Context: an optimization exercise on an open-source flow, tuned for small area and a short achievable clock period. The choices shown serve that exercise and are no tape-out recipe. No functional check of the RTL was part of any run shown here. No run shown here takes its clock network from TritonCTS; it comes from the design's own scripts or RTL. The clock port is modelled as an ideal driver, which makes a skipped or thinned clock tree look cheaper than it is; a real chip needs a root buffer or a tree.

`design/flow/design.v`:
```
module CRC32_64bKEEP(
    input  [31:0] c,
    input  [63:0] d,
    output [31:0] n
);
wire [31:0] x;
CRC_XOR2 ux0 (.a(c[0]), .b(d[0]), .y(x[0]));
CRC_XOR2 ux1 (.a(c[1]), .b(d[1]), .y(x[1]));
CRC_XOR2 ux2 (.a(c[2]), .b(d[2]), .y(x[2]));
CRC_XOR2 ux3 (.a(c[3]), .b(d[3]), .y(x[3]));
CRC_XOR2 ux4 (.a(c[4]), .b(d[4]), .y(x[4]));
CRC_XOR2 ux5 (.a(c[5]), .b(d[5]), .y(x[5]));
CRC_XOR2 ux6 (.a(c[6]), .b(d[6]), .y(x[6]));
CRC_XOR2 ux7 (.a(c[7]), .b(d[7]), .y(x[7]));
CRC_XOR2 ux8 (.a(c[8]), .b(d[8]), .y(x[8]));
CRC_XOR2 ux9 (.a(c[9]), .b(d[9]), .y(x[9]));
CRC_XOR2 ux10 (.a(c[10]), .b(d[10]), .y(x[10]));
CRC_XOR2 ux11 (.a(c[11]), .b(d[11]), .y(x[11]));
CRC_XOR2 ux12 (.a(c[12]), .b(d[12]), .y(x[12]));
CRC_XOR2 ux13 (.a(c[13]), .b(d[13]), .y(x[13]));
CRC_XOR2 ux14 (.a(c[14]), .b(d[14]), .y(x[14]));
CRC_XOR2 ux15 (.a(c[15]), .b(d[15]), .y(x[15]));
CRC_XOR2 ux16 (.a(c[16]), .b(d[16]), .y(x[16]));
CRC_XOR2 ux17 (.a(c[17]), .b(d[17]), .y(x[17]));
CRC_XOR2 ux18 (.a(c[18]), .b(d[18]), .y(x[18]));
CRC_XOR2 ux19 (.a(c[19]), .b(d[19]), .y(x[19]));
CRC_XOR2 ux20 (.a(c[20]), .b(d[20]), .y(x[20]));
CRC_XOR2 ux21 (.a(c[21]), .b(d[21]), .y(x[21]));
CRC_XOR2 ux22 (.a(c[22]), .b(d[22]), .y(x[22]));
CRC_XOR2 ux23 (.a(c[23]), .b(d[23]), .y(x[23]));
CRC_XOR2 ux24 (.a(c[24]), .b(d[24]), .y(x[24]));
CRC_XOR2 ux25 (.a(c[25]), .b(d[25]), .y(x[25]));
CRC_XOR2 ux26 (.a(c[26]), .b(d[26]), .y(x[26]));
CRC_XOR2 ux27 (.a(c[27]), .b(d[27]), .y(x[27]));
CRC_XOR2 ux28 (.a(c[28]), .b(d[28]), .y(x[28]));
CRC_XOR2 ux29 (.a(c[29]), .b(d[29]), .y(x[29]));
CRC_XOR2 ux30 (.a(c[30]), .b(d[30]), .y(x[30]));
CRC_XOR2 ux31 (.a(c[31]), .b(d[31]), .y(x[31]));
wire t64;
CRC_XOR2 us0 (.a(x[3]), .b(x[13]), .y(t64));
wire t65;
CRC_XOR2 us1 (.a(x[4]), .b(d[39]), .y(t65));
wire t66;
CRC_XOR2 us2 (.a(x[11]), .b(d[32]), .y(t66));
wire t67;
CRC_XOR2 us3 (.a(x[6]), .b(x[16]), .y(t67));
wire t68;
CRC_XOR2 us4 (.a(x[7]), .b(x[12]), .y(t68));
wire t69;
CRC_XOR2 us5 (.a(d[36]), .b(d[54]), .y(t69));
wire t70;
CRC_XOR2 us6 (.a(x[5]), .b(x[15]), .y(t70));
wire t71;
CRC_XOR2 us7 (.a(x[8]), .b(d[37]), .y(t71));
wire t72;
CRC_XOR2 us8 (.a(x[9]), .b(d[38]), .y(t72));
wire t73;
CRC_XOR2 us9 (.a(x[19]), .b(d[34]), .y(t73));
wire t74;
CRC_XOR2 us10 (.a(x[30]), .b(d[55]), .y(t74));
wire t75;
CRC_XOR2 us11 (.a(x[10]), .b(d[56]), .y(t75));
wire t76;
CRC_XOR2 us12 (.a(d[47]), .b(t64), .y(t76));
wire t77;
CRC_XOR2 us13 (.a(d[35]), .b(d[53]), .y(t77));
wire t78;
CRC_XOR2 us14 (.a(x[1]), .b(x[14]), .y(t78));
wire t79;
CRC_XOR2 us15 (.a(x[31]), .b(d[61]), .y(t79));
wire t80;
CRC_XOR2 us16 (.a(d[45]), .b(t66), .y(t80));
wire t81;
CRC_XOR2 us17 (.a(d[50]), .b(d[57]), .y(t81));
wire t82;
CRC_XOR2 us18 (.a(d[42]), .b(d[58]), .y(t82));
wire t83;
CRC_XOR2 us19 (.a(d[43]), .b(d[59]), .y(t83));
wire t84;
CRC_XOR2 us20 (.a(d[44]), .b(d[60]), .y(t84));
wire t85;
CRC_XOR2 us21 (.a(d[46]), .b(d[62]), .y(t85));
wire t86;
CRC_XOR2 us22 (.a(d[51]), .b(d[63]), .y(t86));
wire t87;
CRC_XOR2 us23 (.a(x[20]), .b(d[40]), .y(t87));
wire t88;
CRC_XOR2 us24 (.a(x[0]), .b(x[2]), .y(t88));
wire t89;
CRC_XOR2 us25 (.a(x[21]), .b(d[41]), .y(t89));
wire t90;
CRC_XOR2 us26 (.a(x[25]), .b(d[52]), .y(t90));
wire t91;
CRC_XOR2 us27 (.a(x[17]), .b(t65), .y(t91));
wire t92;
CRC_XOR2 us28 (.a(x[24]), .b(x[27]), .y(t92));
wire t93;
CRC_XOR2 us29 (.a(x[26]), .b(x[28]), .y(t93));
wire t94;
CRC_XOR2 us30 (.a(d[48]), .b(t74), .y(t94));
wire t95;
CRC_XOR2 us31 (.a(x[18]), .b(t70), .y(t95));
wire t96;
CRC_XOR2 us32 (.a(x[22]), .b(t67), .y(t96));
wire t97;
CRC_XOR2 us33 (.a(d[49]), .b(t79), .y(t97));
wire t98;
CRC_XOR2 us34 (.a(x[29]), .b(t69), .y(t98));
wire t99;
CRC_XOR2 us35 (.a(d[33]), .b(t68), .y(t99));
wire t100;
CRC_XOR2 us36 (.a(x[23]), .b(d[34]), .y(t100));
wire t101;
CRC_XOR2 us37 (.a(t77), .b(t89), .y(t101));
wire t102;
CRC_XOR2 us38 (.a(x[13]), .b(t91), .y(t102));
wire t103;
CRC_XOR2 us39 (.a(t75), .b(t97), .y(t103));
wire t104;
CRC_XOR2 us40 (.a(x[12]), .b(t81), .y(t104));
wire t105;
CRC_XOR2 us41 (.a(x[18]), .b(d[60]), .y(t105));
wire t106;
CRC_XOR2 us42 (.a(x[24]), .b(t83), .y(t106));
wire t107;
CRC_XOR2 us43 (.a(x[23]), .b(t84), .y(t107));
wire t108;
CRC_XOR2 us44 (.a(x[8]), .b(d[62]), .y(t108));
wire t109;
CRC_XOR2 us45 (.a(t85), .b(t86), .y(t109));
wire t110;
CRC_XOR2 us46 (.a(d[35]), .b(t78), .y(t110));
wire t111;
CRC_XOR2 us47 (.a(t73), .b(t87), .y(t111));
wire t112;
CRC_XOR2 us48 (.a(d[36]), .b(t88), .y(t112));
wire t113;
CRC_XOR2 us49 (.a(d[35]), .b(t71), .y(t113));
wire t114;
CRC_XOR2 us50 (.a(x[20]), .b(t72), .y(t114));
wire t115;
CRC_XOR2 us51 (.a(x[19]), .b(t65), .y(t115));
wire t116;
CRC_XOR2 us52 (.a(t85), .b(t92), .y(t116));
wire t117;
CRC_XOR2 us53 (.a(x[16]), .b(t90), .y(t117));
wire t118;
CRC_XOR2 us54 (.a(d[49]), .b(t95), .y(t118));
wire t119;
CRC_XOR2 us55 (.a(t82), .b(t99), .y(t119));
wire t120;
CRC_XOR2 us56 (.a(x[2]), .b(t80), .y(t120));
wire t121;
CRC_XOR2 us57 (.a(d[38]), .b(d[40]), .y(t121));
wire t122;
CRC_XOR2 us58 (.a(d[41]), .b(d[43]), .y(t122));
wire t123;
CRC_XOR2 us59 (.a(d[57]), .b(d[61]), .y(t123));
wire t124;
CRC_XOR2 us60 (.a(d[39]), .b(d[44]), .y(t124));
wire t125;
CRC_XOR2 us61 (.a(d[32]), .b(d[48]), .y(t125));
wire t126;
CRC_XOR2 us62 (.a(d[50]), .b(d[58]), .y(t126));
wire t127;
CRC_XOR2 us63 (.a(d[33]), .b(d[54]), .y(t127));
wire t128;
CRC_XOR2 us64 (.a(x[27]), .b(t69), .y(t128));
wire t129;
CRC_XOR2 us65 (.a(x[11]), .b(d[55]), .y(t129));
wire t130;
CRC_XOR2 us66 (.a(x[31]), .b(d[59]), .y(t130));
wire t131;
CRC_XOR2 us67 (.a(x[0]), .b(x[5]), .y(t131));
wire t132;
CRC_XOR2 us68 (.a(x[22]), .b(d[51]), .y(t132));
wire t133;
CRC_XOR2 us69 (.a(x[7]), .b(x[21]), .y(t133));
wire t134;
CRC_XOR2 us70 (.a(x[25]), .b(d[63]), .y(t134));
wire t135;
CRC_XOR2 us71 (.a(x[4]), .b(x[9]), .y(t135));
wire t136;
CRC_XOR2 us72 (.a(x[10]), .b(d[39]), .y(t136));
wire t137;
CRC_XOR2 us73 (.a(x[12]), .b(x[29]), .y(t137));
wire t138;
CRC_XOR2 us74 (.a(x[26]), .b(x[29]), .y(t138));
wire t139;
CRC_XOR2 us75 (.a(x[3]), .b(t72), .y(t139));
wire t140;
CRC_XOR2 us76 (.a(d[58]), .b(t67), .y(t140));
wire t141;
CRC_XOR2 us77 (.a(t71), .b(t78), .y(t141));
wire t142;
CRC_XOR2 us78 (.a(t75), .b(t82), .y(t142));
wire t143;
CRC_XOR2 us79 (.a(x[26]), .b(t107), .y(t143));
wire t144;
CRC_XOR2 us80 (.a(d[46]), .b(t68), .y(t144));
wire t145;
CRC_XOR2 us81 (.a(t93), .b(t98), .y(t145));
wire t146;
CRC_XOR2 us82 (.a(t73), .b(t86), .y(t146));
wire t147;
CRC_XOR2 us83 (.a(x[14]), .b(t88), .y(t147));
wire t148;
CRC_XOR2 us84 (.a(d[33]), .b(t94), .y(t148));
wire t149;
CRC_XOR2 us85 (.a(t87), .b(t101), .y(t149));
wire t150;
CRC_XOR2 us86 (.a(d[56]), .b(t76), .y(t150));
wire t151;
CRC_XOR2 us87 (.a(t70), .b(t103), .y(t151));
wire t152;
CRC_XOR2 us88 (.a(d[40]), .b(d[57]), .y(t152));
wire t153;
CRC_XOR2 us89 (.a(x[28]), .b(d[34]), .y(t153));
wire t154;
CRC_XOR2 us90 (.a(x[1]), .b(d[56]), .y(t154));
wire t155;
CRC_XOR2 us91 (.a(d[42]), .b(t121), .y(t155));
wire t156;
CRC_XOR2 us92 (.a(x[6]), .b(x[23]), .y(t156));
wire t157;
CRC_XOR2 us93 (.a(x[8]), .b(d[45]), .y(t157));
wire t158;
CRC_XOR2 us94 (.a(d[42]), .b(t77), .y(t158));
wire t159;
CRC_XOR2 us95 (.a(d[44]), .b(t125), .y(t159));
wire t160;
CRC_XOR2 us96 (.a(x[2]), .b(x[11]), .y(t160));
wire t161;
CRC_XOR2 us97 (.a(x[15]), .b(d[46]), .y(t161));
wire t162;
CRC_XOR2 us98 (.a(x[14]), .b(t122), .y(t162));
wire t163;
CRC_XOR2 us99 (.a(x[30]), .b(t81), .y(t163));
wire t164;
CRC_XOR2 us100 (.a(x[11]), .b(t83), .y(t164));
wire t165;
CRC_XOR2 us101 (.a(x[1]), .b(t84), .y(t165));
wire t166;
CRC_XOR2 us102 (.a(x[9]), .b(x[21]), .y(t166));
wire t167;
CRC_XOR2 us103 (.a(x[28]), .b(x[30]), .y(t167));
wire t168;
CRC_XOR2 us104 (.a(d[54]), .b(t126), .y(t168));
wire t169;
CRC_XOR2 us105 (.a(x[5]), .b(x[17]), .y(t169));
wire t170;
CRC_XOR2 us106 (.a(d[37]), .b(t130), .y(t170));
wire t171;
CRC_XOR2 us107 (.a(t64), .b(t66), .y(t171));
wire t172;
CRC_XOR2 us108 (.a(t73), .b(t104), .y(t172));
wire t173;
CRC_XOR2 us109 (.a(t89), .b(t154), .y(t173));
wire t174;
CRC_XOR2 us110 (.a(t98), .b(t105), .y(t174));
wire t175;
CRC_XOR2 us111 (.a(t74), .b(t132), .y(t175));
wire t176;
CRC_XOR2 us112 (.a(x[31]), .b(t100), .y(t176));
wire t177;
CRC_XOR2 us113 (.a(d[38]), .b(t106), .y(t177));
wire t178;
CRC_XOR2 us114 (.a(x[27]), .b(t90), .y(t178));
wire t179;
CRC_XOR2 us115 (.a(t67), .b(t93), .y(t179));
wire t180;
CRC_XOR2 us116 (.a(x[17]), .b(t135), .y(t180));
wire t181;
CRC_XOR2 us117 (.a(d[47]), .b(t71), .y(t181));
wire t182;
CRC_XOR2 us118 (.a(d[59]), .b(t92), .y(t182));
wire t183;
CRC_XOR2 us119 (.a(t137), .b(t160), .y(t183));
wire t184;
CRC_XOR2 us120 (.a(x[24]), .b(t138), .y(t184));
wire t185;
CRC_XOR2 us121 (.a(d[57]), .b(t71), .y(t185));
wire t186;
CRC_XOR2 us122 (.a(t68), .b(t109), .y(t186));
wire t187;
CRC_XOR2 us123 (.a(t167), .b(t168), .y(t187));
wire t188;
CRC_XOR2 us124 (.a(t79), .b(t169), .y(t188));
wire t189;
CRC_XOR2 us125 (.a(x[0]), .b(t90), .y(t189));
wire t190;
CRC_XOR2 us126 (.a(x[22]), .b(t108), .y(t190));
wire t191;
CRC_XOR2 us127 (.a(d[52]), .b(t111), .y(t191));
wire t192;
CRC_XOR2 us128 (.a(t91), .b(t110), .y(t192));
wire t193;
CRC_XOR2 us129 (.a(t128), .b(t140), .y(t193));
wire t194;
CRC_XOR2 us130 (.a(t99), .b(t112), .y(t194));
wire t195;
CRC_XOR2 us131 (.a(t96), .b(t113), .y(t195));
wire t196;
CRC_XOR2 us132 (.a(t114), .b(t123), .y(t196));
wire t197;
CRC_XOR2 us133 (.a(t95), .b(t177), .y(t197));
wire t198;
CRC_XOR2 us134 (.a(t133), .b(t141), .y(t198));
wire t199;
CRC_XOR2 us135 (.a(t115), .b(t134), .y(t199));
wire t200;
CRC_XOR2 us136 (.a(t94), .b(t143), .y(t200));
wire t201;
CRC_XOR2 us137 (.a(d[43]), .b(t116), .y(t201));
wire t202;
CRC_XOR2 us138 (.a(x[16]), .b(t76), .y(t202));
wire t203;
CRC_XOR2 us139 (.a(x[3]), .b(t111), .y(t203));
wire t204;
CRC_XOR2 us140 (.a(t76), .b(t113), .y(t204));
wire t205;
CRC_XOR2 us141 (.a(t182), .b(t183), .y(t205));
wire t206;
CRC_XOR2 us142 (.a(x[25]), .b(t80), .y(t206));
wire t207;
CRC_XOR2 us143 (.a(t80), .b(t104), .y(t207));
wire t208;
CRC_XOR2 us144 (.a(d[48]), .b(t96), .y(t208));
wire t209;
CRC_XOR2 us145 (.a(t147), .b(t166), .y(t209));
wire t210;
CRC_XOR2 us146 (.a(d[32]), .b(t146), .y(t210));
wire t211;
CRC_XOR2 us147 (.a(x[5]), .b(t116), .y(t211));
wire t212;
CRC_XOR2 us148 (.a(t129), .b(t149), .y(t212));
wire t213;
CRC_XOR2 us149 (.a(d[37]), .b(t102), .y(t213));
wire t214;
CRC_XOR2 us150 (.a(t119), .b(t196), .y(t214));
wire t215;
CRC_XOR2 us151 (.a(t96), .b(t120), .y(t215));
wire t216;
CRC_XOR2 us152 (.a(t120), .b(t144), .y(t216));
wire t217;
CRC_XOR2 us153 (.a(t72), .b(t150), .y(t217));
wire t218;
CRC_XOR2 us154 (.a(t102), .b(t209), .y(t218));
wire t219;
CRC_XOR2 us155 (.a(t103), .b(t211), .y(t219));
assign n[0] = ((t191 ^ t192) ^ (t193 ^ (((x[10] ^ t66) ^ t139) ^ t148)));
assign n[1] = (t212 ^ ((t118 ^ t194) ^ (t91 ^ ((t153 ^ t75) ^ t170))));
assign n[2] = (((t172 ^ t173) ^ t195) ^ (t174 ^ ((t131 ^ t155) ^ t171)));
assign n[3] = (t214 ^ (((((t122 ^ x[19]) ^ t156) ^ t110) ^ (t112 ^ t175)) ^ t213));
assign n[4] = ((t176 ^ (t112 ^ t142)) ^ (t198 ^ ((t87 ^ (((d[52] ^ d[62]) ^ t124) ^ t64)) ^ t197)));
assign n[5] = (t215 ^ (((t106 ^ (x[15] ^ (t152 ^ t84))) ^ t199) ^ (t141 ^ (t101 ^ t139))));
assign n[6] = (t216 ^ (t200 ^ ((((d[61] ^ (d[41] ^ d[42])) ^ (x[22] ^ x[6])) ^ (t70 ^ t73)) ^ (t110 ^ t178))));
assign n[7] = ((t150 ^ t194) ^ (t201 ^ (((t157 ^ t158) ^ (x[23] ^ (x[15] ^ x[20]))) ^ (t179 ^ t97))));
assign n[8] = ((t198 ^ t201) ^ (t202 ^ (((t81 ^ t134) ^ t180) ^ (t98 ^ (t153 ^ t159)))));
assign n[9] = (t215 ^ ((((x[1] ^ (t124 ^ t86)) ^ t145) ^ (t178 ^ t181)) ^ (t118 ^ t203)));
assign n[10] = ((((t136 ^ t78) ^ t145) ^ (t89 ^ (((d[37] ^ d[53]) ^ t126) ^ t100))) ^ t216);
assign n[11] = ((t175 ^ (t161 ^ (t127 ^ t155))) ^ (t204 ^ t205));
assign n[12] = (t217 ^ ((t117 ^ t176) ^ (t94 ^ ((t162 ^ t65) ^ (x[28] ^ ((d[36] ^ d[60]) ^ x[12]))))));
assign n[13] = (t213 ^ ((t184 ^ (t159 ^ ((t152 ^ x[14]) ^ t158))) ^ t151));
assign n[14] = (((t163 ^ (((d[33] ^ d[62]) ^ t121) ^ t162)) ^ t118) ^ (t193 ^ t206));
assign n[15] = (((t161 ^ ((d[55] ^ (d[41] ^ d[50])) ^ (t124 ^ x[17]))) ^ t119) ^ (t179 ^ (t146 ^ t170)));
assign n[16] = ((t76 ^ ((t157 ^ t164) ^ t115)) ^ (t148 ^ ((t142 ^ t174) ^ (t78 ^ ((d[51] ^ x[6]) ^ (x[7] ^ x[9]))))));
assign n[17] = (t151 ^ (((t144 ^ t147) ^ (t164 ^ (t84 ^ t135))) ^ ((t185 ^ t94) ^ t191)));
assign n[18] = (t151 ^ (((t114 ^ t140) ^ t207) ^ (t76 ^ ((t108 ^ t165) ^ t101))));
assign n[19] = (t218 ^ ((t119 ^ t208) ^ (t80 ^ (t109 ^ (((d[59] ^ d[61]) ^ t69) ^ (t81 ^ x[10]))))));
assign n[20] = ((t186 ^ ((((d[47] ^ d[60]) ^ t125) ^ (t83 ^ x[13])) ^ ((x[23] ^ x[30]) ^ t128))) ^ (t195 ^ ((t114 ^ t115) ^ t118)));
assign n[21] = ((((t131 ^ t133) ^ (t165 ^ t66)) ^ (t187 ^ t97)) ^ ((t92 ^ ((d[63] ^ x[4]) ^ t100)) ^ t204));
assign n[22] = ((t188 ^ ((d[45] ^ t108) ^ (t132 ^ t136))) ^ (t205 ^ ((t117 ^ t187) ^ t203)));
assign n[23] = ((t189 ^ ((t130 ^ t137) ^ (t156 ^ t74))) ^ (t149 ^ ((t171 ^ t180) ^ (t93 ^ (t105 ^ t109)))));
assign n[24] = ((t208 ^ (((t105 ^ t68) ^ (t82 ^ (d[63] ^ (d[34] ^ d[39])))) ^ (t184 ^ t188))) ^ (t212 ^ t217));
assign n[25] = (t214 ^ ((t64 ^ (t100 ^ t129)) ^ (((x[18] ^ (d[49] ^ t83)) ^ t117) ^ (t173 ^ t190))));
assign n[26] = (t218 ^ ((t143 ^ t172) ^ (t190 ^ (((d[63] ^ t77) ^ t106) ^ t142))));
assign n[27] = ((t96 ^ (((d[45] ^ t123) ^ t107) ^ t189)) ^ ((t102 ^ t148) ^ (t197 ^ t210)));
assign n[28] = (t219 ^ ((t139 ^ ((x[18] ^ x[4]) ^ (x[7] ^ (d[53] ^ t69)))) ^ (t200 ^ t206)));
assign n[29] = (t219 ^ ((t181 ^ (t93 ^ (x[6] ^ (d[55] ^ t127)))) ^ (t199 ^ t207)));
assign n[30] = ((((t163 ^ t75) ^ (x[19] ^ t131)) ^ (t117 ^ t145)) ^ ((t186 ^ t76) ^ t192));
assign n[31] = ((t95 ^ ((t136 ^ t138) ^ (t72 ^ t88))) ^ (t210 ^ (((x[31] ^ (t127 ^ t77)) ^ t185) ^ t202)));
endmodule
module CRC_XOR2(input a, input b, output y);
assign y = a ^ b;
endmodule
`timescale 1ns / 1ps
module TEN_GIG_MAC_RX_PATH #(
    parameter       P_SRC_MAC  = 48'h01_02_03_04_05_06
)(
    input           i_clk               ,
    input           i_rst               ,
    input  [63:0]   i_xgmii_rxd         ,
    input  [7 :0]   i_xgmii_rxc         ,
    input  [47:0]   i_dynamic_src_mac   ,
    input           i_dynamic_src_valid ,
    output [63:0]   m_axis_rdata        ,
    output [79:0]   m_axis_ruser        ,
    output [7 :0]   m_axis_rkeep        ,
    output          m_axis_rlast        ,
    output          m_axis_rvalid       ,
    output          o_crc_error         ,
    output          o_crc_valid
);
reg  [63:0] d1;              
reg  [7 :0] c1;
reg  [31:0] r2;              
always @(posedge i_clk) begin
    d1 <= i_xgmii_rxd;
    c1 <= i_xgmii_rxc;
    r2 <= d1[63:32];
end
wire        fb0 = c1[0] && d1[7 :0 ] == 8'hFB;      
wire        fb4 = c1[4] && d1[39:32] == 8'hFB;      
wire [7:0]  fd;                                     
genvar gi;
generate for (gi = 0; gi < 8; gi = gi + 1) begin : g_fd
    assign fd[gi] = c1[gi] && d1[8*gi+7 -: 8] == 8'hFD;
end endgenerate
reg         loc3;            
reg         sof4d;
reg  [3:0]  fdr;             
always @(posedge i_clk or posedge i_rst) begin
    if (i_rst) begin
        loc3  <= 1'b0;
        sof4d <= 1'b0;
        fdr   <= 4'd0;
    end else begin
        if (fb0)
            loc3 <= 1'b0;
        else if (fb4)
            loc3 <= 1'b1;
        sof4d <= fb4 && !fb0;
        fdr   <= fd[7:4];
    end
end
wire [63:0] acur  = loc3 ? {d1[31:0], r2} : d1;
wire [7 :0] fda   = loc3 ? {fd[3:0], fdr} : fd;
wire        sofa  = fb0 || sof4d;
wire        eofa  = |fda;
wire [2 :0] phia  = {fda[4] | fda[5] | fda[6] | fda[7],
                     fda[2] | fda[3] | fda[6] | fda[7],
                     fda[1] | fda[3] | fda[5] | fda[7]};
reg  [63:0] a2, a3, a4, a5, a6;
reg  [15:0] a7;              
always @(posedge i_clk) begin
    a2 <= acur;
    a3 <= a2;
    a4 <= a3;
    a5 <= a4;
    a6 <= a5;
    a7 <= a6[63:48];
end
assign m_axis_rdata = {a7[7:0], a7[15:8], a6[7:0], a6[15:8], a6[23:16],
                       a6[31:24], a6[39:32], a6[47:40]};
reg         s2, s3, s4;      
reg         e2, e3, e4, e5, e6;  
reg  [2:0]  phi;
reg         busy, cnt1, cnt2, mok, p6, p7, p8, p9;
reg         rv_int, rlast_int, rlast_out, rvalid_out, rl2;
reg  [7:0]  rkeep_out;
reg         k1, k2, chk, crc_out, crc_valid;
reg  [15:0] ulen;
reg  [47:0] local_mac;
wire        r_eof  = (e4 && phi != 3'd7) || (e5 && phi == 3'd7);
wire        kc     = (e3 && phi <= 3'd2) || (e4 && phi >= 3'd3);
wire        clr    = (e3 && phi <= 3'd4) || (e4 && phi >= 3'd5);
wire [47:0] da4    = {a4[7:0], a4[15:8], a4[23:16], a4[31:24], a4[39:32], a4[47:40]};
wire [47:0] da5    = {a5[7:0], a5[15:8], a5[23:16], a5[31:24], a5[39:32], a5[47:40]};
wire [47:0] dst    = loc3 ? da4 : da5;
wire        mac_ok = (&dst) || (dst == local_mac);
wire        mac_at = loc3 ? cnt2 : p6;
reg  [7:0]  kv;
always @(*) begin
    case (phi)
        3'd0: kv = 8'b1111_1100;
        3'd1: kv = 8'b1111_1110;
        3'd2: kv = 8'b1111_1111;
        3'd3: kv = 8'b1000_0000;
        3'd4: kv = 8'b1100_0000;
        3'd5: kv = 8'b1110_0000;
        3'd6: kv = 8'b1111_0000;
        default: kv = 8'b1111_1000;
    endcase
end
always @(posedge i_clk or posedge i_rst) begin
    if (i_rst) begin
        s2 <= 1'b0; s3 <= 1'b0; s4 <= 1'b0;
        e2 <= 1'b0; e3 <= 1'b0; e4 <= 1'b0; e5 <= 1'b0; e6 <= 1'b0;
        phi <= 3'd0;
        busy <= 1'b0; cnt1 <= 1'b0; cnt2 <= 1'b0; mok <= 1'b0;
        p6 <= 1'b0; p7 <= 1'b0; p8 <= 1'b0; p9 <= 1'b0;
        rv_int <= 1'b0; rlast_int <= 1'b0; rlast_out <= 1'b0;
        rvalid_out <= 1'b0; rl2 <= 1'b0;
        k1 <= 1'b0; k2 <= 1'b0; chk <= 1'b0;
        crc_out <= 1'b0; crc_valid <= 1'b0;
        ulen <= 16'd0;
        local_mac <= P_SRC_MAC;
    end else begin
        s2 <= sofa; s3 <= s2; s4 <= s3;
        e2 <= eofa; e3 <= e2; e4 <= e3; e5 <= e4; e6 <= e5;
        if (eofa)
            phi <= phia;
        busy <= !r_eof && (s3 || busy);
        cnt1 <= !r_eof && s3 && !busy;
        cnt2 <= !r_eof && cnt1;
        if (mac_at)
            mok <= mac_ok;
        p6 <= cnt2; p7 <= p6; p8 <= p7; p9 <= p8;
        if (rlast_int)
            rv_int <= 1'b0;
        else if (p7 && mok)
            rv_int <= 1'b1;
        rlast_int  <= rv_int && kc;
        rlast_out  <= rlast_int;
        rvalid_out <= rv_int;
        rl2        <= rlast_out;
        k1 <= clr; k2 <= k1; chk <= k2;
        if (chk)
            crc_out <= 1'b0;
        else if (rv_int)
            crc_out <= 1'b1;
        crc_valid <= chk && crc_out;
        if (rl2)
            ulen <= 16'd1;
        else if (p9 || ulen != 16'd1)
            ulen <= ulen + 16'd1;
        if (i_dynamic_src_valid)
            local_mac <= i_dynamic_src_mac;
    end
end
wire [63:0] nxt_rdata = {a6[55:48], a6[63:56], a5[7:0], a5[15:8], a5[23:16],
                         a5[31:24], a5[39:32], a5[47:40]};
reg  [63:0] st;
always @(posedge i_clk) begin
    rkeep_out <= rlast_int ? kv : 8'hFF;
    if (p7)
        st <= nxt_rdata;
end
reg  [31:0] crc;
reg         crc_err;
wire [31:0] crc_nxt;
reg  [31:0] kres;
always @(*) begin
    case (phi)
        3'd0: kres = 32'hc37bc775;
        3'd1: kres = 32'h7749d4fa;
        3'd2: kres = 32'h4ee46c06;
        3'd3: kres = 32'he0ef52e5;
        3'd4: kres = 32'h3abbfb0d;
        3'd5: kres = 32'h0eaac366;
        3'd6: kres = 32'h714b540f;
        default: kres = 32'hfad18643;
    endcase
end
CRC32_64bKEEP u_crc (.c(crc), .d(a4), .n(crc_nxt));
wire [31:0] crc_x = crc ^ kres;
reg  [3:0]  crc_m;
always @(posedge i_clk) begin
    crc <= s4 ? 32'hFFFF_FFFF : crc_nxt;
    crc_m <= {~|crc_x[31:24], ~|crc_x[23:16], ~|crc_x[15:8], ~|crc_x[7:0]};
    if (e6)
        crc_err <= !(&crc_m);
end
assign m_axis_rvalid = rvalid_out;
assign m_axis_rlast  = rlast_out;
assign m_axis_rkeep  = rkeep_out;
assign m_axis_ruser  = {ulen, st};
assign o_crc_valid   = crc_valid;
assign o_crc_error   = crc_err;
endmodule
```
`design/flow/flow/run.sh`:
```
#!/bin/bash
set -euo pipefail
W=$(pwd)
MARGIN=6.35
CLUSTER=30
DIAM=80
export DONT_BUFFER_PORTS=1
export PRE_GLOBAL_PLACE_TCL=$W/flow/ports.tcl
export CTS_ARGS="-sink_clustering_enable -repair_clock_nets -dont_use_dummy_load -buf_list {sky130_fd_sc_hd__clkbuf_8 sky130_fd_sc_hd__clkbuf_16} -root_buf sky130_fd_sc_hd__clkbuf_16 -sink_clustering_size $CLUSTER -sink_clustering_max_diameter $DIAM"
NLEAF=26
if [[ $NLEAF != 0 ]]; then export PRE_CTS_TCL=$W/flow/cts.tcl; fi
if [[ $MARGIN != 0 ]]; then export SETUP_SLACK_MARGIN=$MARGIN; fi
bash standard.sh > $W/standard_flow.log 2>&1
```
`design/flow/constraint.sdc`:
```
create_clock -name core_clock -period 9.0 [get_ports {i_clk}]
set_input_delay 1.8000 -clock core_clock [delete_from_list [all_inputs] [get_ports {i_clk}]]
set_output_delay 1.8000 -clock core_clock [all_outputs]
set_load 0.01 [all_outputs]
```
`design/flow/standard.sh`:
```
#!/bin/bash
# synth_recipe.tcl (not shown) runs the flow's synth.tcl, then flattens the netlist and writes it again
# the make line also repeats each setting of config.mk as NAME=value (left out here)
make -C /OpenROAD-flow-scripts/flow DESIGN_CONFIG=/design/flow/config.mk WORK_HOME=/design/flow/orfs CLKGATE_MAP_FILE= SYNTH_SCRIPT=/design/flow/synth_recipe.tcl "${@:-finish}"
```
`design/flow/flow/cts.tcl`:
```
proc my_two_level_cts {nroot nleaf leafcell rootcell} {
  set block [ord::get_db_block]
  set db [ord::get_db]
  set clknet [$block findNet i_clk]
  set sinks {}
  foreach it [$clknet getITerms] {
    set inst [$it getInst]
    set loc [$inst getLocation]
    lappend sinks [list $it [lindex $loc 0] [lindex $loc 1]]
  }
  set n [llength $sinks]
  set sorted [lsort -real -index 1 $sinks]
  set cents {}
  for {set k 0} {$k < $nleaf} {incr k} {
    set s [lindex $sorted [expr {int(($k + 0.5) * $n / $nleaf)}]]
    lappend cents [list [lindex $s 1] [lindex $s 2]]
  }
  # k-means with at most cap registers per cluster: registers are assigned
  # in order of their distance to the nearest centre, each to the nearest
  # centre that still has room
  set cap [expr {int(ceil(1.12 * $n / $nleaf))}]
  for {set iter 0} {$iter < 30} {incr iter} {
    set order {}
    set i 0
    foreach s $sinks {
      set ds {}
      for {set k 0} {$k < $nleaf} {incr k} {
        set c [lindex $cents $k]
        lappend ds [list $k [expr {abs([lindex $s 1] - [lindex $c 0]) + abs([lindex $s 2] - [lindex $c 1])}]]
      }
      set ds [lsort -real -index 1 $ds]
      lappend order [list $i [lindex $ds 0 1] $ds]
      incr i
    }
    set sumx [lrepeat $nleaf 0.0]; set sumy [lrepeat $nleaf 0.0]; set cnt [lrepeat $nleaf 0]
    set assign [lrepeat $n 0]
    foreach o [lsort -real -index 1 $order] {
      set i [lindex $o 0]
      foreach kd [lindex $o 2] {
        set k [lindex $kd 0]
        if {[lindex $cnt $k] < $cap} { break }
      }
      set s [lindex $sinks $i]
      lset assign $i $k
      lset sumx $k [expr {[lindex $sumx $k] + [lindex $s 1]}]
      lset sumy $k [expr {[lindex $sumy $k] + [lindex $s 2]}]
      lset cnt $k [expr {[lindex $cnt $k] + 1}]
    }
    for {set k 0} {$k < $nleaf} {incr k} {
      if {[lindex $cnt $k] > 0} {
        lset cents $k [list [expr {[lindex $sumx $k] / [lindex $cnt $k]}] [expr {[lindex $sumy $k] / [lindex $cnt $k]}]]
      }
    }
  }
  puts "clock tree: $n registers, $nleaf leaf clusters, sizes [lsort -integer $cnt]"
  # group the leaf clusters into nroot groups (k-means on their centres)
  set lc {}
  for {set k 0} {$k < $nleaf} {incr k} {
    if {[lindex $cnt $k] > 0} { lappend lc [list $k {*}[lindex $cents $k]] }
  }
  set nl [llength $lc]
  set sortedl [lsort -real -index 1 $lc]
  set rc {}
  for {set r 0} {$r < $nroot} {incr r} {
    set s [lindex $sortedl [expr {int(($r + 0.5) * $nl / $nroot)}]]
    lappend rc [list [lindex $s 1] [lindex $s 2]]
  }
  set rcap [expr {int(ceil(1.0 * $nl / $nroot))}]
  for {set iter 0} {$iter < 30} {incr iter} {
    set order {}
    foreach l $lc {
      set ds {}
      for {set r 0} {$r < $nroot} {incr r} {
        set c [lindex $rc $r]
        lappend ds [list $r [expr {abs([lindex $l 1] - [lindex $c 0]) + abs([lindex $l 2] - [lindex $c 1])}]]
      }
      set ds [lsort -real -index 1 $ds]
      lappend order [list $l [lindex $ds 0 1] $ds]
    }
    set rsx [lrepeat $nroot 0.0]; set rsy [lrepeat $nroot 0.0]; set rcnt [lrepeat $nroot 0]
    array unset rof
    foreach o [lsort -real -index 1 $order] {
      set l [lindex $o 0]
      foreach kd [lindex $o 2] {
        set r [lindex $kd 0]
        if {[lindex $rcnt $r] < $rcap} { break }
      }
      set rof([lindex $l 0]) $r
      lset rsx $r [expr {[lindex $rsx $r] + [lindex $l 1]}]
      lset rsy $r [expr {[lindex $rsy $r] + [lindex $l 2]}]
      lset rcnt $r [expr {[lindex $rcnt $r] + 1}]
    }
    for {set r 0} {$r < $nroot} {incr r} {
      if {[lindex $rcnt $r] > 0} {
        lset rc $r [list [expr {[lindex $rsx $r] / [lindex $rcnt $r]}] [expr {[lindex $rsy $r] / [lindex $rcnt $r]}]]
      }
    }
  }
  puts "clock tree: $nroot root buffers driving [lsort -integer $rcnt] leaf buffers"
  set rootm [$db findMaster $rootcell]
  set leafm [$db findMaster $leafcell]
  for {set r 0} {$r < $nroot} {incr r} {
    if {[lindex $rcnt $r] == 0} { continue }
    set root [odb::dbInst_create $block $rootm clktree_root_$r]
    set rnet($r) [odb::dbNet_create $block clktree_root_net_$r]
    $rnet($r) setSigType CLOCK
    [$root findITerm A] connect $clknet
    [$root findITerm X] connect $rnet($r)
    set c [lindex $rc $r]
    $root setLocation [expr {int([lindex $c 0])}] [expr {int([lindex $c 1])}]
    $root setPlacementStatus PLACED
  }
  foreach l $lc {
    set k [lindex $l 0]
    set leaf [odb::dbInst_create $block $leafm clktree_leaf_$k]
    set lnet [odb::dbNet_create $block clktree_leaf_net_$k]
    $lnet setSigType CLOCK
    [$leaf findITerm A] connect $rnet($rof($k))
    [$leaf findITerm X] connect $lnet
    $leaf setLocation [expr {int([lindex $l 1])}] [expr {int([lindex $l 2])}]
    $leaf setPlacementStatus PLACED
    set leaves($k) $lnet
  }
  set i 0
  foreach s $sinks {
    set it [lindex $s 0]
    $it disconnect
    $it connect $leaves([lindex $assign $i])
    incr i
  }
}

my_two_level_cts 4 26 sky130_fd_sc_hd__clkbuf_16 sky130_fd_sc_hd__clkbuf_16

# the tree is built: the step's clock_tree_synthesis call only sets the
# clock propagated, as TritonCTS leaves it
rename clock_tree_synthesis my_unused_clock_tree_synthesis
proc clock_tree_synthesis {args} {
  puts "clock tree built by flow/cts.tcl; TritonCTS not run"
  set_propagated_clock [all_clocks]
}
```
`design/flow/flow/ports.tcl`:
```
# Sourced before global placement (PRE_GLOBAL_PLACE_TCL). The standard step
# removes the synthesis buffers and then buffers every port; here the port
# buffering (DONT_BUFFER_PORTS=1 skips the standard one) follows
# remove_buffers directly, with buf_1 on inputs and buf_2 on outputs.
rename remove_buffers my_std_remove_buffers
proc remove_buffers {args} {
  my_std_remove_buffers {*}$args
  buffer_ports -inputs -buffer_cell sky130_fd_sc_hd__buf_1
  buffer_ports -outputs -buffer_cell sky130_fd_sc_hd__buf_2
}
```
`design/flow/config.mk`:
```
export PLATFORM = sky130hd
export DESIGN_NAME = TEN_GIG_MAC_RX_PATH
export DESIGN_NICKNAME = TEN_GIG_MAC_RX_PATH
export VERILOG_FILES = /design/flow/design.v
export SDC_FILE = /design/flow/constraint.sdc
export NUM_CORES = 4
export LEC_CHECK = 0
export CAP_MARGIN = 20
export CORE_MARGIN = 2
export CORE_UTILIZATION = 60
export SLEW_MARGIN = 20
export SYNTH_HIERARCHICAL = 1
export SYNTH_MINIMUM_KEEP_SIZE = 0
```
==> run notes, run 1 <==
- Worst Setup SP: crc[11]$_SDFF_PP1_
- CP top delay family: XOR/XNOR gates
- Register area share after synthesis: 0.606
- Synth Cell Area: 23300 µm²
- I/O Pins: 279
- Fin Hold WS: 0.310 ns
- Chip Width: 201 µm
- WP buf/inv: 1
- # rows: 72
- Pin slew with the least headroom to its limit: 1.05 ns
- Number of flops mapped to enable cells by yosys: 65
- First-pass GRT wire length: 94700 µm
- Share of post-route cells with drive strength above 1: 0.350
- Slowest stage delay, CP: 0.41 ns
- Period utilisation layout: 0.316
- Via count: 14544
- Worst-path clk slew: 0.10 ns
- Diodes inserted: 0
- Max-slew violations: 0
- Total die area: 40400 µm²
- Critical path class: reg2reg
- # nets final: 2244
- Crit path max fanout: 3
- Post-synth ARST share: 0.153
- Setup violation total in the final timing report: 0
- ANT nets after route: 0
- HPWL Detailed: 48300 µm
- Port Buffer Count: 277
- Most used cell, CP: xor2_4
- Reg-to-Reg Start: crc[11]$_SDFF_PP1_
- Initial antenna violation count: 1
- Max-slew headroom: 0.298
- Via density per instance: 5.53
- Initial core utilization: 0.605
- First-pass detailed-route iteration total: 5
- Crit-path cells: xor2_4 > xor2_4 > xor2_4 > xor2_4 > buf_12 > xor2_4 > xor2_1 > xnor2_1 > xnor2_1 > or2_4
- Worst Setup End Kind: flip-flop
- Most frequent cells in the layout: dfxtp_1 (389), xnor2_1 (198), buf_2 (135)
- Die height: 201 µm
- Min cycle time layout: 2.84 ns
- Vias in the first global route: 14235
- Wire per inst: 25.1 µm
- CP startpoint kind: flip-flop
- RSZ-0062 raised after global routing: yes
- Hold_buf cts: 0
- Total global-route track usage: 0.319
- Drt total wl: 66100 µm
- Peak Freq: 0.352 GHz
- DRC violations left: 0
- Worst-Skew Late Latency: 0.37 ns
- Post-Syn Area per Cell: 13.2 µm²
- Crit-path slowest cell: dfxtp_4
- Commonest non-fill, non-tap cell in the layout: dfxtp_1
- Worst Hold Class: reg2reg
- Syn nets: 1885
- #FFs+latches synth: 647
- GRT overflow: 0
- YS warnings: 7
- MaxCap Viol Count: 0
- Crit path DAT: 3.09 ns
- Design area: 29000 µm²
- Core Region: 38500 µm²
- Placed Area: 25000 µm²
- WP data required: 9.24 ns
- Skew final: 0.0346 ns
- Gpl congestion: 0.959
- Synth cell types: 67
- First DRT Iteration DRCs: 1372
- Mapped Cells: 1757
- Hold path start: a3[37]$_DFF_P_
- Largest net degree at the start of global routing: 81
- Outcome: no timing/DRC/antenna violations
- Primary FF master, synth: dfxtp_1
- Setup TNS: 0 ns
- Endpoints failing hold: 0
- Area grow syn2layout: 24.5%
## Yosys stat by module, one instance, submodules excluded
module | flip-flops and latches | cells inside
CRC32_64bKEEP | 0 | 239
CRC_XOR2 | 0 | 1
TEN_GIG_MAC_RX_PATH | 647 | 1330
## flip-flops by register name, summed over array words and instances (netlist names), 7 cells and up
signal and cells:
d1 64, a5 64, r2 32, rkeep_out 7, ulen 16, a7 16
a4 64, c1 8, st 64, local_mac 48, crc 32, a2 64
a3 64, a6 64
## cells by family (layout without fill, tap and decap cells)
kind of cell	after synthesis	count (layout)	synth area share
fa+ha+maj	5	5	0.00269
buf+inv	99	456	0.0273
simple gates	248	248	0.0588
compound gates	88	88	0.0238
mux	167	167	0.0781
flops	647	647	0.606
other cells	1	1	0.000161
xor+xnor	502	502	0.203
## stage by stage
stage / utilization / setup WS (ns) / cells
after floorplan: - / 6.03 / 1757
after global placement: 0.650 / 5.32 / 2476
after detailed placement: 0.650 / 5.43 / 2476
after CTS: 0.728 / 6.20 / 2589
after global routing: 0.754 / 6.17 / 2632
final: 0.754 / 6.16 / 2632
## routing by layer
layer	up-vias	part of all wire	wire, µm	track usage
met2	765	0.46	30600	0.508
met4	0	0.039	2580	0.100
li1	6430	-	-	-
met3	148	0.089	5850	0.0558
met5	-	0	0	0
met1	7201	0.41	27100	0.450
## synth_stat cells (5+ instances only)
library cell | count | share of area
a21oi_1 | 22 | 0.0047
a31oi_1 | 5 | 0.0013
and2_1 | 5 | 0.0013
and3_1 | 20 | 0.0054
buf_2 | 18 | 0.0039
buf_4 | 51 | 0.016
buf_6 | 5 | 0.0024
clkbuf_1 | 10 | 0.0016
dfrtp_1 | 90 | 0.097
dfstp_2 | 9 | 0.010
dfxtp_1 | 483 | 0.42
edfxtp_1 | 65 | 0.084
ha_1 | 5 | 0.0027
inv_1 | 9 | 0.0015
mux2_2 | 114 | 0.055
mux2i_1 | 52 | 0.022
nand2_1 | 36 | 0.0058
nand2b_1 | 5 | 0.0013
nand3_1 | 34 | 0.0073
nand4_1 | 27 | 0.0073
nor2_1 | 36 | 0.0058
nor2b_1 | 7 | 0.0019
nor3_1 | 8 | 0.0017
nor4_1 | 11 | 0.0030
o211ai_1 | 5 | 0.0016
o21ai_0 | 27 | 0.0058
or2_2 | 36 | 0.0097
xnor2_1 | 215 | 0.081
xnor3_1 | 24 | 0.023
xor2_1 | 263 | 0.099
## worst paths after layout
kind,end,slack [ns],cells past startpoint
hold reg to reg,a4[37]$_DFF_P_,0.31,0
hold / removal,a4[37]$_DFF_P_,0.31,0
setup / recovery,crc[5]$_SDFF_PP1_,6.16,10
setup reg to reg,crc[5]$_SDFF_PP1_,6.16,10
max in group asynchronous,loc3$_DFFE_PP0P_,6.54,3
min in group asynchronous,ulen[2]$_DFFE_PP0P_,1.43,2
## cell type report
type	count	area, µm²
Buffer	30	751
Timing Repair Buffer	415	2620
Fill cell	2448	9480
Multi-Input combinational cell	1011	10600
Tap cell	518	648
Sequential cell	647	14300
Inverter	11	45.0
## repair_timing
action | CTS | global route
cloned | 0 | 1
pin swaps | 49 | 40
endpoints found under the hold margin | 0 | 0
setup buffers | 83 | 42
endpoints found under the setup margin | 210 | 136
resized for setup | 242 | 97
==> run 2, diff against run 1 <==
--- a/design/flow/design.v
+++ b/design/flow/design.v
@@ -454,7 +454,7 @@
 assign m_axis_rdata = {a7[7:0], a7[15:8], a6[7:0], a6[15:8], a6[23:16],
                        a6[31:24], a6[39:32], a6[47:40]};
 reg         s2, s3, s4;      
-reg         e2, e3, e4, e5, e6;  
+reg         e2, e3, e4, e5;  
 reg  [2:0]  phi;
 reg         busy, cnt1, cnt2, mok, p6, p7, p8, p9;
 reg         rv_int, rlast_int, rlast_out, rvalid_out, rl2;
@@ -486,7 +486,7 @@
 always @(posedge i_clk or posedge i_rst) begin
     if (i_rst) begin
         s2 <= 1'b0; s3 <= 1'b0; s4 <= 1'b0;
-        e2 <= 1'b0; e3 <= 1'b0; e4 <= 1'b0; e5 <= 1'b0; e6 <= 1'b0;
+        e2 <= 1'b0; e3 <= 1'b0; e4 <= 1'b0; e5 <= 1'b0;
         phi <= 3'd0;
         busy <= 1'b0; cnt1 <= 1'b0; cnt2 <= 1'b0; mok <= 1'b0;
         p6 <= 1'b0; p7 <= 1'b0; p8 <= 1'b0; p9 <= 1'b0;
@@ -498,7 +498,7 @@
         local_mac <= P_SRC_MAC;
     end else begin
         s2 <= sofa; s3 <= s2; s4 <= s3;
-        e2 <= eofa; e3 <= e2; e4 <= e3; e5 <= e4; e6 <= e5;
+        e2 <= eofa; e3 <= e2; e4 <= e3; e5 <= e4;
         if (eofa)
             phi <= phia;
         busy <= !r_eof && (s3 || busy);
@@ -553,18 +553,15 @@
         default: kres = 32'hfad18643;
     endcase
 end
-CRC32_64bKEEP u_crc (.c(crc), .d(a4), .n(crc_nxt));
-wire [31:0] crc_x = crc ^ kres;
-reg  [3:0]  crc_m;
+CRC32_64bKEEP u_crc (.c(crc), .d(a3), .n(crc_nxt));
 always @(posedge i_clk) begin
-    crc <= s4 ? 32'hFFFF_FFFF : crc_nxt;
-    crc_m <= {~|crc_x[31:24], ~|crc_x[23:16], ~|crc_x[15:8], ~|crc_x[7:0]};
-    if (e6)
-        crc_err <= !(&crc_m);
+    crc <= s3 ? 32'hFFFF_FFFF : crc_nxt;
+    if (e4)
+        crc_err <= crc != kres;
 end
 assign m_axis_rvalid = rvalid_out;
 assign m_axis_rlast  = rlast_out;
-assign m_axis_rkeep  = rkeep_out;
+assign m_axis_rkeep  = {1'b1, rkeep_out[6:0]};    
 assign m_axis_ruser  = {ulen, st};
 assign o_crc_valid   = crc_valid;
 assign o_crc_error   = crc_err;
==> run 2 against run 1 <==
Against the previous run: area after synthesis shrank 0.11%; critical path depth down 9; die area down 0.10%; via count grew 1.0%; critical endpoint is now m_axis_ruser[69]; largest cell class unchanged; clock skew increased by 0.011 ns; worst hold slack gained 0.012 ns; register-to-register slack better by 0.13 ns; highest routed layer unchanged.
==> run notes, run 2 <==
- Outcome: no timing/DRC/antenna violations
- Number of flops mapped to enable cells by yosys: 65
- Fillers: 2453
- Commonest non-fill, non-tap cell in the layout: dfxtp_1
- MaxCap Viol Count: 0
- Chip Width: 201 µm
- Worst-Skew Late Latency: 0.38 ns
- Worst Hold Class: reg2reg
- Crit-path cells: buf_6
- Period utilisation layout: 0.306
- Initial antenna violation count: 3
- Diodes inserted: 0
- Most frequent cells in the layout: dfxtp_1 (394), xnor2_1 (201), buf_2 (137)
- Pin slew with the least headroom to its limit: 1.05 ns
- Die height: 201 µm
- #FFs+latches synth: 641
- # nets final: 2284
- Synth cell types: 69
- Mapped Cells: 1776
- Met1 WL: 27400 µm
- Max-slew violations: 0
- WP buf/inv: 1
- Gpl congestion: 1.05
- YS warnings: 7
- Slowest stage delay, CP: 0.45 ns
- Setup violation total in the final timing report: 0
- Uppermost layer routed: met4
- Total die area: 40300 µm²
- I/O Pins: 279
- Worst-path clk slew: 0.11 ns
- First-pass GRT wire length: 93100 µm
- CP startpoint kind: flip-flop
- Synth area leader: dfxtp_1
- Largest net degree at the start of global routing: 68
- Max-slew headroom: 0.297
- Crit path DAT: 0.96 ns
- Synth top area share: 0.412
- ANT nets after route: 0
- Vias in the first global route: 14332
- Syn nets: 1904
- Critical path class: reg2out
- DRC violations left: 0
- Min cycle time layout: 2.76 ns
- Share of post-route cells with drive strength above 1: 0.352
- Post-Syn Area per Cell: 13.1 µm²
- Hold_buf cts: 0
- Post-synth top cells: dfxtp_1 (479), xor2_1 (250), xnor2_1 (215)
- Worst Setup End Kind: output pin
- Register area share after synthesis: 0.601
- Metal2 WL: 29900 µm
- First DRT Iteration DRCs: 1359
- Port Buffer Count: 277
- CP top delay family: flip-flops
- Placed Area: 24900 µm²
- Design area: 29200 µm²
- Area grow syn2layout: 25.4%
- Initial core utilization: 0.604
- First-pass detailed-route iteration total: 5
- Wire per inst: 24.9 µm
- Peak Freq: 0.363 GHz
- WP data required: 7.20 ns
- Drt total wl: 66400 µm
- Most frequent cell after synthesis: dfxtp_1
- Endpoints failing hold: 0
- Largest cells by area after synthesis: dfxtp_1 (41%), dfrtp_1 (9.5%), xor2_1 (9.4%), edfxtp_1 (8.4%), xnor2_1 (8.1%)
- Crit path max fanout: 2
- RSZ-0062 raised after global routing: yes
- Post-synth ARST share: 0.151
- Core Region: 38500 µm²
- Crit-path slowest cell: dfrtp_2
- Synth Cell Area: 23300 µm²
- Primary FF master, synth: dfxtp_1
- HPWL Detailed: 48300 µm
- Skew final: 0.0461 ns
- Via density per instance: 5.50
- Via count: 14690
- Met3 routed WL: 5840 µm
- GRT overflow: 0
- Total global-route track usage: 0.314
- # rows: 72
- Setup TNS: 0 ns
-- run 2: cell types whose count changed after synthesis, sizes merged, moves of 4 or more --
cell | before | now
clkbuf | 10 | 14
dfxtp | 483 | 479
inv | 10 | 16
nand2b | 5 | 9
nand3 | 34 | 42
nand3b | 2 | 6
nor2b | 7 | 11
nor4 | 12 | 18
o22ai | 0 | 5
xor2 | 263 | 250
-- run 2: final timing paths --
path,cells past startpoint,slack [ns],start,end
setup / recovery,1,6.24,ulen[5]$_DFFE_PP0P_,m_axis_ruser[69]
max in group asynchronous,3,6.61,i_rst,loc3$_DFFE_PP0P_
setup reg to reg,10,6.29,crc[31]$_SDFF_PP1_,crc[17]$_SDFF_PP1_
min in group asynchronous,2,1.51,i_rst,ulen[6]$_DFFE_PP0P_
hold / removal,0,0.32,a4[56]$_DFF_P_,a5[56]$_DFF_P_
hold reg to reg,0,0.32,a4[56]$_DFF_P_,a5[56]$_DFF_P_
-- run 2: cell type report --
cell class                 count  area (µm²)  area share
timing repair inverter         1        5.00    0.000172
inverter                      17        77.6     0.00266
multi-input combinational   1029       10700       0.368
sequential                   641       14200       0.486
tap                          518         648      0.0222
buffer                        30         751      0.0257
timing repair buffer         436        2780      0.0953
-- run 2: timing repair --
action / CTS / global route
buffers inserted: 83 / 66
endpoints found under the setup margin: 189 / 196
pin swaps: 45 / 53
gates resized for setup: 222 / 127
cloned: 1 / 1
-- run 2: cell families (layout without fill, tap and decap cells) --
family | count (synthesis) | in the layout | synth area share
AOI/OAI and AO/OA | 107 | 107 | 0.0304
adders and majority gates | 6 | 6 | 0.00312
buffers and inverters | 106 | 484 | 0.0283
and+or+nand+nor | 263 | 263 | 0.0623
DFF | 641 | 641 | 0.601
muxes | 163 | 163 | 0.0761
other | 1 | 1 | 0.000161
xor gates and xnor gates | 489 | 489 | 0.198
-- run 2: stage by stage --
step	setup slack [ns]	instances	hold WS, ns	utilization
6_report	6.24	2672	0.322	0.758
5_1_grt	6.22	2672	0.332	0.758
4_1_cts	6.24	2605	0.328	0.724
3_5_place_dp	5.32	2491	0.312	0.649
3_3_place_gp	5.19	2491	0.310	0.648
2_1_floorplan	6.06	1776	0.310	-
-- run 2: modules after synthesis, one instance, submodules excluded --
| module | flip-flops and latches | area (µm²) | cells | times used |
|---|---|---|---|---|
| TEN_GIG_MAC_RX_PATH | 641 | 19200 | 1349 | 1 |
| CRC_XOR2 | 0 | 8.76 | 1 | 188 |
| CRC32_64bKEEP | 0 | 2420 | 239 | 1 |
-- run 2: worst register-to-register path: cells and delay by family (launching register included) --
family,cells,cell delay [ns]
buffers and inverters,1,0.13
AND/OR/NAND/NOR,1,0.23
XOR/XNOR,8,1.83
flip-flops,1,0.40
-- run 2: routing by layer --
metal | up-vias | track usage
met5 | - | 0
met4 | 0 | 0.120
met3 | 174 | 0.0606
met2 | 743 | 0.484
met1 | 7200 | 0.445
li1 | 6573 | -

## separate check: timing with driven ports
How much do the figures lean on ideal ports? The routed layouts below were timed once more, with nothing changed but the port constraints. Step 1 (the two cells are an assumption about what drives the block):
set clk [get_ports {i_clk}]
set_driving_cell -lib_cell sky130_fd_sc_hd__clkbuf_16 $clk
set_driving_cell -lib_cell sky130_fd_sc_hd__buf_2 [delete_from_list [all_inputs] $clk]
Step 2 moves the port delays by t, midway between the first and last clock arrival at a register: inputs arrive t later, outputs are due t later. That takes back most of the time a late clock gives input paths. a / b / c = no drivers / after step 1 / after step 2; a / b = the first two.
| run | t, ns | setup slack, ns | worst register clock-pin slew, ns |
|---|---|---|---|
| run 1 | 0.462 | 6.157 / 6.127 / 6.040 | 0.10 / 0.10 |
| run 2 | 0.474 | 6.244 / 6.132 / 6.038 | 0.11 / 0.11 |
After both steps every run listed still meets setup and hold. For run 2, which loses most, drivers alone change the setup slack by -0.112 ns; drivers and shift together by -0.206 ns.
